Background: an optimization exercise with open tools, aiming at small area and a short achievable clock period. Do not read the settings as production practice. Where RTL was checked, it was by simulation tests only, not by an equivalence proof against the original.

== v6 ==
==> module adder_bf16, before the edit <==
module adder_bf16 (
    input  [15:0] A,
    input  [15:0] B,
    output [15:0] S
);
    wire       sa = A[15];
    wire       sb = B[15];
    wire [7:0] ea = A[14:7];
    wire [7:0] eb = B[14:7];
    wire ma  = &ea;
    wire mb  = &eb;
    wire nfa = |A[6:0];
    wire nfb = |B[6:0];
    wire na  = ma & nfa;
    wire nb  = mb & nfb;
    wire ia  = ma & ~nfa;
    wire ib  = mb & ~nfb;
    wire nan_out = na | nb | (ia & ib & (sa ^ sb));
    wire inf_out = ia | ib;
    wire sinf    = ia ? sa : sb;
    wire [7:0] t;
    wire [8:0] tc;
    assign tc[0] = 1'b0;
    genvar i;
    generate
        for (i = 0; i < 8; i = i + 1) begin : td
            assign t[i]    = ea[i] ^ ~eb[i] ^ tc[i];
            assign tc[i+1] = (ea[i] & ~eb[i]) | (ea[i] & tc[i]) | (~eb[i] & tc[i]);
        end
    endgenerate
    wire ce = tc[8];
    wire ee = &t;                       
    wire [7:0] fc;
    assign fc[0] = 1'b1;
    generate
        for (i = 0; i < 7; i = i + 1) begin : fcmp
            assign fc[i+1] = (A[i] & ~B[i]) | (A[i] & fc[i]) | (~B[i] & fc[i]);
        end
    endgenerate
    wire agb = ce | (ee & fc[7]);       
    wire [6:0] fbig = agb ? A[6:0] : B[6:0];
    wire [6:0] fsml = agb ? B[6:0] : A[6:0];
    wire       hsml = agb ? |eb : |ea;
    wire       sbig = agb ? sa : sb;
    wire [7:0] eg   = ce ? ea : eb;
    wire [9:0] xb = {|eg, fbig, 2'b00};
    wire [9:0] xs = {hsml, fsml, 2'b00};
    wire [9:0] xp = ce ? {1'b0, xs[9:1]} : xs;
    wire [7:0] sh = t ^ {8{~ce}};
    wire [9:0] ys = (|sh[7:4]) ? 10'd0 : (xp >> sh[3:0]);
    wire       op = sa ^ sb;
    wire [9:0] yo = ys ^ {10{op}};
    wire [10:0] sc;
    wire [10:0] sum;
    assign sc[0] = op;
    generate
        for (i = 0; i < 10; i = i + 1) begin : ad
            assign sum[i]  = xb[i] ^ yo[i] ^ sc[i];
            assign sc[i+1] = (xb[i] & yo[i]) | (xb[i] & sc[i]) | (yo[i] & sc[i]);
        end
    endgenerate
    assign sum[10] = sc[10] & ~op;
    wire        z8 = ~|sum[10:3];
    wire [10:0] v1 = z8 ? {sum[2:0], 8'b0} : sum;
    wire        z4 = ~|v1[10:7];
    wire [10:0] v2 = z4 ? {v1[6:0], 4'b0} : v1;
    wire        z2 = ~|v2[10:9];
    wire [10:0] v3 = z2 ? {v2[8:0], 2'b0} : v2;
    wire        z1 = ~v3[10];
    wire [10:0] v4 = z1 ? {v3[9:0], 1'b0} : v3;
    wire [3:0]  lz = {z8, z4, z2, z1};
    wire [8:0] u = 9'd1 - {5'b0, lz};
    wire [8:0] ex;
    wire [9:0] xc;
    assign xc[0] = 1'b0;
    generate
        for (i = 0; i < 9; i = i + 1) begin : xa
            wire g = (i < 8) ? eg[i] : 1'b0;
            assign ex[i]   = g ^ u[i] ^ xc[i];
            assign xc[i+1] = (g & u[i]) | (g & xc[i]) | (u[i] & xc[i]);
        end
    endgenerate
    wire zero = ~|sum;
    wire uf   = ex[8] | ~|ex[7:0];
    wire of   = &ex[7:0];
    assign S = nan_out ? 16'h7F81 :
               inf_out ? {sinf, 8'hFF, 7'b0} :
               zero    ? {sa & sb, 15'b0} :
               uf      ? {sbig, 15'b0} :
               of      ? {sbig, 8'hFF, 7'b0} :
                         {sbig, ex[7:0], v4[9:3]};
endmodule
==> flow/config.mk <==
export PLATFORM = sky130hd
export DESIGN_NAME = bf16_mac_tree
export DESIGN_NICKNAME = bf16_mac_tree
export VERILOG_FILES = /design/flow/design.v
export SDC_FILE = /design/flow/constraint.sdc
export NUM_CORES = 4
export LEC_CHECK = 0
export CAP_MARGIN = 20
export CORE_MARGIN = 2
export CORE_UTILIZATION = 40
export SLEW_MARGIN = 20
==> flow/constraint.sdc <==
create_clock -name core_clock -period 46.0 [get_ports {clk}]
set_input_delay 9.2000 -clock core_clock [delete_from_list [all_inputs] [get_ports {clk}]]
set_output_delay 9.2000 -clock core_clock [all_outputs]
set_load 0.01 [all_outputs]
standard.sh (not shown) runs the stock make flow with config.mk's settings and CLKGATE_MAP_FILE= SYNTH_SCRIPT=/design/flow/synth_recipe.tcl, a recipe that flattens the netlist after the stock synthesis.
==> flow/flow/run.sh <==
#!/bin/bash
# Own layout flow: the standard flow with three changes.
#  - Synthesis keeps the module hierarchy until the final flatten (SYNTH_HIERARCHICAL=1),
#    maps with an area-oriented ABC script (flow/area.abc), and extracts full-adder
#    cells only inside multiplier_bf16 (no half adders, no adder cells elsewhere).
#  - Port buffers are sky130_fd_sc_hd__buf_1.
# Each step's full output goes to its own log in this folder.
set -euo pipefail
W=$(pwd)
F=$W/flow
cat > $W/my_synth.tcl <<EOT
proc abc {args} {
  set i [lsearch -exact \$args -script]
  if {\$i >= 0} { set args [lreplace \$args [expr {\$i+1}] [expr {\$i+1}] $F/area.abc] }
  yosys abc {*}\$args
}
proc extract_fa {args} { yosys extract_fa -fa multiplier_bf16 }
source $W/synth_recipe.tcl
EOT
bash standard.sh SYNTH_SCRIPT=$W/my_synth.tcl SYNTH_HIERARCHICAL=1 synth > $W/synth.log 2>&1
bash standard.sh "BUFFER_PORTS_ARGS=-buffer_cell sky130_fd_sc_hd__buf_1" > $W/layout.log 2>&1
==> flow/flow/area.abc <==
strash
dch
map -a
v6 ended with every stage complete and zero timing, DRC or antenna violations.
What v7 does differently from v6 at the input level:
==> flow/design.v, changed modules only <==
module adder_bf16 (
    input  [15:0] A,
    input  [15:0] B,
    output [15:0] S
);
    wire       sa = A[15];
    wire       sb = B[15];
    wire [7:0] ea = A[14:7];
    wire [7:0] eb = B[14:7];
    wire ma  = &ea;
    wire mb  = &eb;
    wire nfa = |A[6:0];
    wire nfb = |B[6:0];
    wire na  = ma & nfa;
    wire nb  = mb & nfb;
    wire ia  = ma & ~nfa;
    wire ib  = mb & ~nfb;
    wire nan_out = na | nb | (ia & ib & (sa ^ sb));
    wire inf_out = ia | ib;
    wire sinf    = ia ? sa : sb;
    wire [15:0] gc;
    assign gc[0] = 1'b1;
    genvar i;
    generate
        for (i = 0; i < 15; i = i + 1) begin : cmp
            assign gc[i+1] = (A[i] & ~B[i]) | (A[i] & gc[i]) | (~B[i] & gc[i]);
        end
    endgenerate
    wire agb = gc[15];
    wire [14:0] big  = agb ? A[14:0] : B[14:0];
    wire [14:0] sml  = agb ? B[14:0] : A[14:0];
    wire        sbig = agb ? sa : sb;
    wire [7:0]  eg   = big[14:7];
    wire [7:0]  es   = sml[14:7];
    wire [7:0] d;
    wire [8:0] dc;
    assign dc[0] = 1'b1;
    generate
        for (i = 0; i < 8; i = i + 1) begin : ds
            assign d[i]    = eg[i] ^ ~es[i] ^ dc[i];
            assign dc[i+1] = (eg[i] & ~es[i]) | (eg[i] & dc[i]) | (~es[i] & dc[i]);
        end
    endgenerate
    wire [9:0] xs = {|es, sml[6:0], 2'b00};
    wire [9:0] xb = {|eg, big[6:0], 2'b00};
    wire [9:0] ys = (|d[7:4]) ? 10'd0 : (xs >> d[3:0]);
    wire       op = sa ^ sb;
    wire [9:0] yo = ys ^ {10{op}};
    wire [10:0] sc;
    wire [10:0] sum;
    assign sc[0] = op;
    generate
        for (i = 0; i < 10; i = i + 1) begin : ad
            assign sum[i]  = xb[i] ^ yo[i] ^ sc[i];
            assign sc[i+1] = (xb[i] & yo[i]) | (xb[i] & sc[i]) | (yo[i] & sc[i]);
        end
    endgenerate
    assign sum[10] = sc[10] & ~op;
    wire        z8 = ~|sum[10:3];
    wire [10:0] v1 = z8 ? {sum[2:0], 8'b0} : sum;
    wire        z4 = ~|v1[10:7];
    wire [10:0] v2 = z4 ? {v1[6:0], 4'b0} : v1;
    wire        z2 = ~|v2[10:9];
    wire [10:0] v3 = z2 ? {v2[8:0], 2'b0} : v2;
    wire        z1 = ~v3[10];
    wire [10:0] v4 = z1 ? {v3[9:0], 1'b0} : v3;
    wire [3:0]  lz = {z8, z4, z2, z1};
    wire [8:0] u = 9'd1 - {5'b0, lz};
    wire [8:0] ex;
    wire [9:0] xc;
    assign xc[0] = 1'b0;
    generate
        for (i = 0; i < 9; i = i + 1) begin : xa
            wire g = (i < 8) ? eg[i] : 1'b0;
            assign ex[i]   = g ^ u[i] ^ xc[i];
            assign xc[i+1] = (g & u[i]) | (g & xc[i]) | (u[i] & xc[i]);
        end
    endgenerate
    wire zero = ~|sum;
    wire uf   = ex[8] | ~|ex[7:0];
    wire of   = &ex[7:0];
    assign S = nan_out ? 16'h7F81 :
               inf_out ? {sinf, 8'hFF, 7'b0} :
               zero    ? {sa & sb, 15'b0} :
               uf      ? {sbig, 15'b0} :
               of      ? {sbig, 8'hFF, 7'b0} :
                         {sbig, ex[7:0], v4[9:3]};
endmodule
Results
- Looking at number of diodes added for antenna fixing across v6 and v7, the one that comes out higher is v7.
- v7 vs v6, top routing layer in use: met4 vs met5
- Routed wire length, v7 vs v6: up by a few percent
- Changes observed in v7 relative to v6: period utilization has increased, largest driver fanout on the critical path climbed 32, worst stage delay on the critical path higher, sequential share of layout area comparable.
Function was not checked in any run of this note: the RTL went through the layout flow alone.


## lane 1
Another version of the RTL of bf16_mac_tree (not shown whole).
Size: about 5800 cells after synthesis, ~160 flip-flops, ~270 I/O pins.
==> flow/design.v (excerpt) <==
module bf16_mac_tree (
    input clk,
    input reset,
    input [15:0] in0, in1, in2, in3,
    input [15:0] in4, in5, in6, in7,
    input [15:0] in8, in9, in10, in11,
    input [15:0] in12, in13, in14, in15,
    output [15:0] out
);
==> module adder_bf16, before the edit <==
module adder_bf16 (
    input  [15:0] A,
    input  [15:0] B,
    output [15:0] S
);
    wire       sa = A[15];
    wire       sb = B[15];
    wire [7:0] ea = A[14:7];
    wire [7:0] eb = B[14:7];
    wire ma  = &ea;
    wire mb  = &eb;
    wire nfa = |A[6:0];
    wire nfb = |B[6:0];
    wire na  = ma & nfa;
    wire nb  = mb & nfb;
    wire ia  = ma & ~nfa;
    wire ib  = mb & ~nfb;
    wire nan_out = na | nb | (ia & ib & (sa ^ sb));
    wire inf_out = ia | ib;
    wire sinf    = ia ? sa : sb;
    wire [7:0] t;
    wire [8:0] tc;
    assign tc[0] = 1'b0;
    genvar i;
    generate
        for (i = 0; i < 8; i = i + 1) begin : td
            assign t[i]    = ea[i] ^ ~eb[i] ^ tc[i];
            assign tc[i+1] = (ea[i] & ~eb[i]) | (ea[i] & tc[i]) | (~eb[i] & tc[i]);
        end
    endgenerate
    wire ce = tc[8];
    wire ee = &t;                       
    wire [7:0] fc;
    assign fc[0] = 1'b1;
    generate
        for (i = 0; i < 7; i = i + 1) begin : fcmp
            assign fc[i+1] = (A[i] & ~B[i]) | (A[i] & fc[i]) | (~B[i] & fc[i]);
        end
    endgenerate
    wire agb = ce | (ee & fc[7]);       
    wire [6:0] fbig = agb ? A[6:0] : B[6:0];
    wire [6:0] fsml = agb ? B[6:0] : A[6:0];
    wire       hsml = agb ? |eb : |ea;
    wire       sbig = agb ? sa : sb;
    wire [7:0] eg   = ce ? ea : eb;
    wire [9:0] xb = {|eg, fbig, 2'b00};
    wire [9:0] xs = {hsml, fsml, 2'b00};
    wire [9:0] xp = ce ? {1'b0, xs[9:1]} : xs;
    wire [7:0] sh = t ^ {8{~ce}};
    wire [9:0] ys = (|sh[7:4]) ? 10'd0 : (xp >> sh[3:0]);
    wire       op = sa ^ sb;
    wire [9:0] yo = ys ^ {10{op}};
    wire [10:0] sc;
    wire [10:0] sum;
    assign sc[0] = op;
    generate
        for (i = 0; i < 10; i = i + 1) begin : ad
            assign sum[i]  = xb[i] ^ yo[i] ^ sc[i];
            assign sc[i+1] = (xb[i] & yo[i]) | (xb[i] & sc[i]) | (yo[i] & sc[i]);
        end
    endgenerate
    assign sum[10] = sc[10] & ~op;
    wire        z8 = ~|sum[10:3];
    wire [10:0] v1 = z8 ? {sum[2:0], 8'b0} : sum;
    wire        z4 = ~|v1[10:7];
    wire [10:0] v2 = z4 ? {v1[6:0], 4'b0} : v1;
    wire        z2 = ~|v2[10:9];
    wire [10:0] v3 = z2 ? {v2[8:0], 2'b0} : v2;
    wire        z1 = ~v3[10];
    wire [10:0] v4 = z1 ? {v3[9:0], 1'b0} : v3;
    wire [3:0]  lz = {z8, z4, z2, z1};
    wire [8:0] ic;
    wire [7:0] eg1;
    assign ic[0] = 1'b1;
    generate
        for (i = 0; i < 8; i = i + 1) begin : inc
            assign eg1[i]  = eg[i] ^ ic[i];
            assign ic[i+1] = eg[i] & ic[i];
        end
    endgenerate
    wire [3:0] hm;                      
    wire [4:0] hb;
    assign hb[0] = 1'b1;
    generate
        for (i = 0; i < 4; i = i + 1) begin : dec
            assign hm[i]   = eg1[4+i] ^ hb[i];
            assign hb[i+1] = ~eg1[4+i] & hb[i];
        end
    endgenerate
    wire [3:0] lo;                      
    wire [4:0] lb;
    assign lb[0] = 1'b0;
    generate
        for (i = 0; i < 4; i = i + 1) begin : sub
            assign lo[i]   = eg1[i] ^ lz[i] ^ lb[i];
            assign lb[i+1] = (~eg1[i] & lz[i]) | (~eg1[i] & lb[i]) | (lz[i] & lb[i]);
        end
    endgenerate
    wire [7:0] ex = {lb[4] ? hm : eg1[7:4], lo};
    wire zero = ~v4[10];                           
    wire uf   = ~|eg[7:4] & (lz > eg[3:0]);        
    wire of   = sum[10] & (eg == 8'hFE);           
    assign S = nan_out ? 16'h7F81 :
               inf_out ? {sinf, 8'hFF, 7'b0} :
               zero    ? {sa & sb, 15'b0} :
               uf      ? {sbig, 15'b0} :
               of      ? {sbig, 8'hFF, 7'b0} :
                         {sbig, ex, v4[9:3]};
endmodule
clock: 46.0 ns
lec_check: 0
cap_margin: 20
core_margin: 2
core_utilization: 40
slew_margin: 20
==> flow/flow/run.sh <==
#!/bin/bash
# Own layout flow: the standard flow with three changes.
#  - Synthesis keeps the module hierarchy until the final flatten (SYNTH_HIERARCHICAL=1),
#    maps with the ABC script flow/area.abc, and extracts full-adder
#    cells only inside multiplier_bf16 (no half adders, no adder cells elsewhere).
#  - Port buffers are sky130_fd_sc_hd__buf_1.
# Each step's full output goes to its own log in this folder.
set -euo pipefail
W=$(pwd)
F=$W/flow
cat > $W/my_synth.tcl <<EOT
proc abc {args} {
  set i [lsearch -exact \$args -script]
  if {\$i >= 0} { set args [lreplace \$args [expr {\$i+1}] [expr {\$i+1}] $F/area.abc] }
  yosys abc {*}\$args
}
proc extract_fa {args} { yosys extract_fa -fa multiplier_bf16 }
source $W/synth_recipe.tcl
EOT
bash standard.sh SYNTH_SCRIPT=$W/my_synth.tcl SYNTH_HIERARCHICAL=1 synth > $W/synth.log 2>&1
bash standard.sh "BUFFER_PORTS_ARGS=-buffer_cell sky130_fd_sc_hd__buf_1" > $W/layout.log 2>&1
==> flow/flow/area.abc <==
strash
dc2
dch
map -D 7000
topo
buffer -c
dnsize -c
Lane 1 | stages: all done | timing, DRC, antenna: all pass
For lane 2, these inputs were changed with respect to lane 1:
--- a/flow/design.v
+++ b/flow/design.v
@@ -226,47 +226,30 @@
     wire        z2 = ~|v2[10:9];
     wire [10:0] v3 = z2 ? {v2[8:0], 2'b0} : v2;
     wire        z1 = ~v3[10];
     wire [10:0] v4 = z1 ? {v3[9:0], 1'b0} : v3;
     wire [3:0]  lz = {z8, z4, z2, z1};
-    wire [8:0] ic;
-    wire [7:0] eg1;
-    assign ic[0] = 1'b1;
+    wire [8:0] u = 9'd1 - {5'b0, lz};
+    wire [8:0] ex;
+    wire [9:0] xc;
+    assign xc[0] = 1'b0;
     generate
-        for (i = 0; i < 8; i = i + 1) begin : inc
-            assign eg1[i]  = eg[i] ^ ic[i];
-            assign ic[i+1] = eg[i] & ic[i];
+        for (i = 0; i < 9; i = i + 1) begin : xa
+            wire g = (i < 8) ? eg[i] : 1'b0;
+            assign ex[i]   = g ^ u[i] ^ xc[i];
+            assign xc[i+1] = (g & u[i]) | (g & xc[i]) | (u[i] & xc[i]);
         end
     endgenerate
-    wire [3:0] hm;                      
-    wire [4:0] hb;
-    assign hb[0] = 1'b1;
-    generate
-        for (i = 0; i < 4; i = i + 1) begin : dec
-            assign hm[i]   = eg1[4+i] ^ hb[i];
-            assign hb[i+1] = ~eg1[4+i] & hb[i];
-        end
-    endgenerate
-    wire [3:0] lo;                      
-    wire [4:0] lb;
-    assign lb[0] = 1'b0;
-    generate
-        for (i = 0; i < 4; i = i + 1) begin : sub
-            assign lo[i]   = eg1[i] ^ lz[i] ^ lb[i];
-            assign lb[i+1] = (~eg1[i] & lz[i]) | (~eg1[i] & lb[i]) | (lz[i] & lb[i]);
-        end
-    endgenerate
-    wire [7:0] ex = {lb[4] ? hm : eg1[7:4], lo};
-    wire zero = ~v4[10];                           
-    wire uf   = ~|eg[7:4] & (lz > eg[3:0]);        
-    wire of   = sum[10] & (eg == 8'hFE);           
+    wire zero = ~|sum;
+    wire uf   = ex[8] | ~|ex[7:0];
+    wire of   = &ex[7:0];
     assign S = nan_out ? 16'h7F81 :
                inf_out ? {sinf, 8'hFF, 7'b0} :
                zero    ? {sa & sb, 15'b0} :
                uf      ? {sbig, 15'b0} :
                of      ? {sbig, 8'hFF, 7'b0} :
-                         {sbig, ex, v4[9:3]};
+                         {sbig, ex[7:0], v4[9:3]};
 endmodule
 module bf16_mac_tree (
     input clk,
     input reset,
     input [15:0] in0, in1, in2, in3,
==> run summary <==
- Lane 1 → lane 2: worst hold slack went down by 12 ps, sequential share of layout area level, critical path depth climbed 2.
- The fmax number comes out lower for lane 2 vs lane 1.
- Setup slack: lane 2 less than lane 1
- | slew at the pin with the worst max-slew slack | lane 2 vs lane 1 | ≈ equal |
- Compared with lane 1, lane 2 ends up with a larger final cell area.
- Looking at library cell contributing the largest single delay on the critical path, the nand2_1 result is from lane 2; the inv_1 one comes from lane 1.
- Lane 2 has post-synthesis instance total above what lane 1 had.
- Summary of lane 2 over lane 1: total met2 wirelength after detailed routing went down by about 2.2%, core area now sits at about the same level, clock-buffer cell count went down 2, growth of design area from synthesis to finish stayed essentially flat.
- When the final numbers for lane 2 and lane 1 were put side by side, the violation count after the first detailed-routing iteration turned out to be greater in lane 1.
Function not checked in lane 2: the RTL went through the layout flow alone.

## static timing again, ports no longer ideal
The results above use ideal ports. As a check the final layouts listed here were re-extracted and re-timed, cells and wires unchanged.
Step 1 assumes that a clkbuf_16 drives the clock port and a buf_2 every other input.
Step 2 moves the port delays by t, midway between the first and last clock arrival at a register: inputs arrive t later, outputs are due t later. That takes back most of the time a late clock gives input paths.
a / b / c = ideal ports / drivers / drivers and shift; a / b = the first two.
run | shift t [ns] | setup WS [ns] | hold slack, ns | clock arrival spread, ns | worst data-port slew with drivers (ns)
v6 | 0.548 | 23.803 / 23.803 / 23.803 | 0.901 / 0.901 / 0.901 | 0.016 / 0.016 | 0.10
v7 | 0.546 | 22.938 / 22.938 / 22.938 | 0.964 / 0.964 / 0.964 | 0.011 / 0.011 | 0.09
lane 1 | 0.563 | 26.959 / 26.893 / 27.456 | 0.933 / 0.933 / 0.933 | 0.018 / 0.018 | 0.07
lane 2 | 0.533 | 26.320 / 26.263 / 26.796 | 0.922 / 0.922 / 0.922 | 0.018 / 0.018 | 0.10
After both steps every run listed still meets setup and hold.
